Context: an optimization exercise on an open-source flow, tuned for small area and few clock cycles. The choices shown serve that exercise and are no tape-out recipe. In this exercise RTL edits were held to simulation tests only and were not proved equivalent to the original. The clock input has no modelled driver; a real chip could not lean on it and would need a root buffer or a full tree.

== oak ==
## bus_bridge_512
module bus_bridge_512 (
    input clk,
    input rst_n,
    output rsp_empty_n,
    output rsp_full_n,
    input req_write,
    input req_din,
    input rsp_read,
    input [31:0] address,
    input [31:0] size,
    input [511:0] dataout,
    output [511:0] datain,
    output writeReq,
    output [511:0] writeReq_data,
    output [31:0] writeReq_addr,
    input writeAck,
    output readReq,
    output [31:0] readReq_addr,
    input readAck,
    input [511:0] readReq_data
);
    bus_bridge #(
         .DATA_WIDTH ( 512 ),
         .ADDR_WIDTH ( 32 )
    )
    bus_bridge_U (
        .clk (clk),
        .rst_n (rst_n),
        .rsp_empty_n (rsp_empty_n),
        .rsp_full_n (rsp_full_n),
        .req_write (req_write),
        .req_din (req_din),
        .rsp_read (rsp_read),
        .address (address),
        .size (size),
        .dataout (dataout),
        .datain (datain),
        .writeReq (writeReq),
        .writeReq_data (writeReq_data),
        .writeReq_addr (writeReq_addr),
        .writeAck (writeAck),
        .readReq (readReq),
        .readReq_addr (readReq_addr),
        .readAck (readAck),
        .readReq_data (readReq_data)
    );
endmodule
clock: 5.0 ns
lec_check: 0
cap_margin: 20
core_area: 2 2 78 1538
cts_buf_list: sky130_fd_sc_hd__clkbuf_2 sky130_fd_sc_hd__clkbuf_4 sky130_fd_sc_hd__clkbuf_8
die_area: 0 0 80 1540
slew_margin: 20
synth_memory_max_bits: 8192
standard.sh (not shown) runs the stock make flow with config.mk's settings and CLKGATE_MAP_FILE= SYNTH_SCRIPT=/design/flow/synth_recipe.tcl, a recipe that flattens the netlist after the stock synthesis.
==> flow/flow/run.sh <==
#!/bin/bash
# Standard ORFS layout with these changes after the (unchanged) standard
# synthesis: pins placed by flow/pins.tcl on a tall, narrow die; ports are
# buffered with the smallest buffer; the clock tree is built by
# flow/my_cts.tcl (a balanced three-level buffer tree) instead of TritonCTS.
set -uo pipefail
bash standard.sh synth > synth.log 2>&1 || exit 1
export PRE_IO_PLACEMENT_TCL="$PWD/flow/pins.tcl"
export PRE_CTS_TCL="$PWD/flow/my_cts.tcl"
export BUFFER_PORTS_ARGS="-buffer_cell sky130_fd_sc_hd__buf_1"
bash standard.sh finish > layout.log 2>&1 || exit 1
==> flow/flow/my_cts.tcl <==
# A simple clock tree: split the clock sinks in two along the longer side of
# their bounding box, recursively, down to groups of at most LEAF_SIZE sinks;
# each group gets a buffer at the centre of what it drives, so the tree is a
# balanced binary tree with every sink at the same depth.
proc mycts_centroid {pts} {
  set sx 0; set sy 0
  foreach p $pts { set sx [expr {$sx + [lindex $p 0]}]; set sy [expr {$sy + [lindex $p 1]}] }
  set n [llength $pts]
  return [list [expr {$sx / $n}] [expr {$sy / $n}]]
}
# sinks: list of {x y iterm}; fanouts: how many parts each level splits into,
# from the top; masters: the buffer cell of each level, from the top, one
# more than fanouts (the last is the leaf buffer). Returns {x y input-iterm}
# of the subtree's buffer.
proc mycts_build {sinks fanouts masters level} {
  global mycts
  set block [ord::get_db_block]
  set master [lindex $masters 0]
  if {[llength $fanouts] == 0} {
    set children $sinks
  } else {
    set k [lindex $fanouts 0]
    set xs [lmap s $sinks {lindex $s 0}]
    set ys [lmap s $sinks {lindex $s 1}]
    set dx [expr {[tcl::mathfunc::max {*}$xs] - [tcl::mathfunc::min {*}$xs]}]
    set dy [expr {[tcl::mathfunc::max {*}$ys] - [tcl::mathfunc::min {*}$ys]}]
    set idx [expr {$dx > $dy ? 0 : 1}]
    set sorted [lsort -real -index $idx $sinks]
    set n [llength $sorted]
    set children {}
    for {set j 0} {$j < $k} {incr j} {
      set lo [expr {($n * $j) / $k}]
      set hi [expr {($n * ($j + 1)) / $k - 1}]
      if {$hi < $lo} { continue }
      lappend children [mycts_build [lrange $sorted $lo $hi] [lrange $fanouts 1 end] [lrange $masters 1 end] [expr {$level + 1}]]
    }
  }
  set c [mycts_centroid $children]
  set i [incr mycts(count)]
  set inst [odb::dbInst_create $block [$mycts(db) findMaster $master] "clkbuf_my_${level}_$i"]
  set net [odb::dbNet_create $block "clknet_my_${level}_$i"]
  $net setSigType CLOCK
  foreach ch $children { [lindex $ch 2] connect $net }
  set dbu [$block getDefUnits]
  $inst setLocation [expr {int([lindex $c 0] * $dbu)}] [expr {int([lindex $c 1] * $dbu)}]
  $inst setPlacementStatus PLACED
  [$inst findITerm X] connect $net
  return [list [lindex $c 0] [lindex $c 1] [$inst findITerm A]]
}
proc my_clock_tree {args} {
  global mycts
  set mycts(db) [ord::get_db]
  set block [ord::get_db_block]
  set dbu [$block getDefUnits]
  set clk_net [$block findNet $mycts(clk_net)]
  set sinks {}
  foreach it [$clk_net getITerms] {
    if {[$it isInputSignal] || [[$it getMTerm] getSigType] eq "CLOCK" || [$it isClocked]} {
      set xy [$it getAvgXY]
      if {[lindex $xy 0] == 0} { set loc [[$it getInst] getLocation]; set xy [list 1 [lindex $loc 0] [lindex $loc 1]] }
      lappend sinks [list [expr {double([lindex $xy 1]) / $dbu}] [expr {double([lindex $xy 2]) / $dbu}] $it]
    }
  }
  puts "my_clock_tree: [llength $sinks] sinks on $mycts(clk_net)"
  foreach s $sinks { [lindex $s 2] disconnect }
  set mycts(count) 0
  set root [mycts_build $sinks $mycts(fanouts) $mycts(masters) 0]
  [lindex $root 2] connect $clk_net
  puts "my_clock_tree: $mycts(count) buffers"
  set_propagated_clock [all_clocks]
}

# Used in place of TritonCTS: flow/run.sh sources this file before CTS, and
# the CTS step's call to clock_tree_synthesis then builds this tree instead.
# Four branches from the root, each splitting into eight leaf buffers of 16
# registers each: every register sits three buffers below the clock port.
set mycts(clk_net) clk
set mycts(fanouts) {4 8}
set mycts(masters) {sky130_fd_sc_hd__clkbuf_16 sky130_fd_sc_hd__clkbuf_16 sky130_fd_sc_hd__clkbuf_8}
rename clock_tree_synthesis orfs_clock_tree_synthesis
proc clock_tree_synthesis {args} { my_clock_tree }
Other scripts of this flow, unchanged in this note and not shown: flow/flow/pins.tcl
oak never completed; the flow aborted with a tool error in clock tree synthesis (4_1_cts).
Testbench counts of oak, summed over its fixed seeds: cycles 17,662.
Changes in pine relative to oak:
--- a/flow/flow/my_cts.tcl
+++ b/flow/flow/my_cts.tcl
@@ -75,7 +75,7 @@
 # Four branches from the root, each splitting into eight leaf buffers of 16
 # registers each: every register sits three buffers below the clock port.
-set mycts(clk_net) clk
-set mycts(fanouts) {4 8}
-set mycts(masters) {sky130_fd_sc_hd__clkbuf_16 sky130_fd_sc_hd__clkbuf_16 sky130_fd_sc_hd__clkbuf_8}
+set ::mycts(clk_net) clk
+set ::mycts(fanouts) {4 8}
+set ::mycts(masters) {sky130_fd_sc_hd__clkbuf_16 sky130_fd_sc_hd__clkbuf_16 sky130_fd_sc_hd__clkbuf_8}
 rename clock_tree_synthesis orfs_clock_tree_synthesis
 proc clock_tree_synthesis {args} { my_clock_tree }
- pine went all the way through synthesis, placement and routing and the layout is clean on timing, DRC and antenna.
- oak did not finish; a tool error ended it in clock tree synthesis (4_1_cts).
- | die outline width | oak vs pine | ≈ equal |
- oak → pine: simple logic cell fraction of the synthesized area was more or less identical; half-perimeter wire length after placement neither gained nor lost much; number of library cell types mapped by synthesis saw little to no change; number of port buffers flat; routability congestion estimate from global placement held steady.
- Floorplan die height came out exactly the same in pine and oak.
- From oak to pine, area after synthesis did not move at all.
- Delta (pine minus oak): total nets after synthesis neither gained nor lost much; cell count after placement shows no meaningful change; complex-gate fraction of the synthesized area did not really move.
The clock cells of pine come from the design's own scripts or RTL, not from TritonCTS.

==> static timing again, ports no longer ideal <==
In the flow no input, the clock included, has a driving cell. The finished layout below was timed again as built, in two steps. Step 1: set_driving_cell puts a clkbuf_16 on clk and a buf_2 on each other input, an assumption about the parent block. Step 2 also shifts input and output timing later by t, the mid clock arrival at the registers, as if the neighbouring blocks saw the same clock. Slacks: ideal / step 1 / step 2; pairs: ideal / step 1.
run: pine
t (ns): 0.678
setup slack, ns: 2.349 / 2.323 / 2.323
latest minus earliest clock arrival (ns): 0.014 / 0.014
worst data-port slew with drivers (ns): 0.11
pins driven straight from the clock port: 1
After both steps setup and hold are still met in pine. The setup slack of pine moves by -0.026 ns with the drivers and by -0.026 ns with both steps.
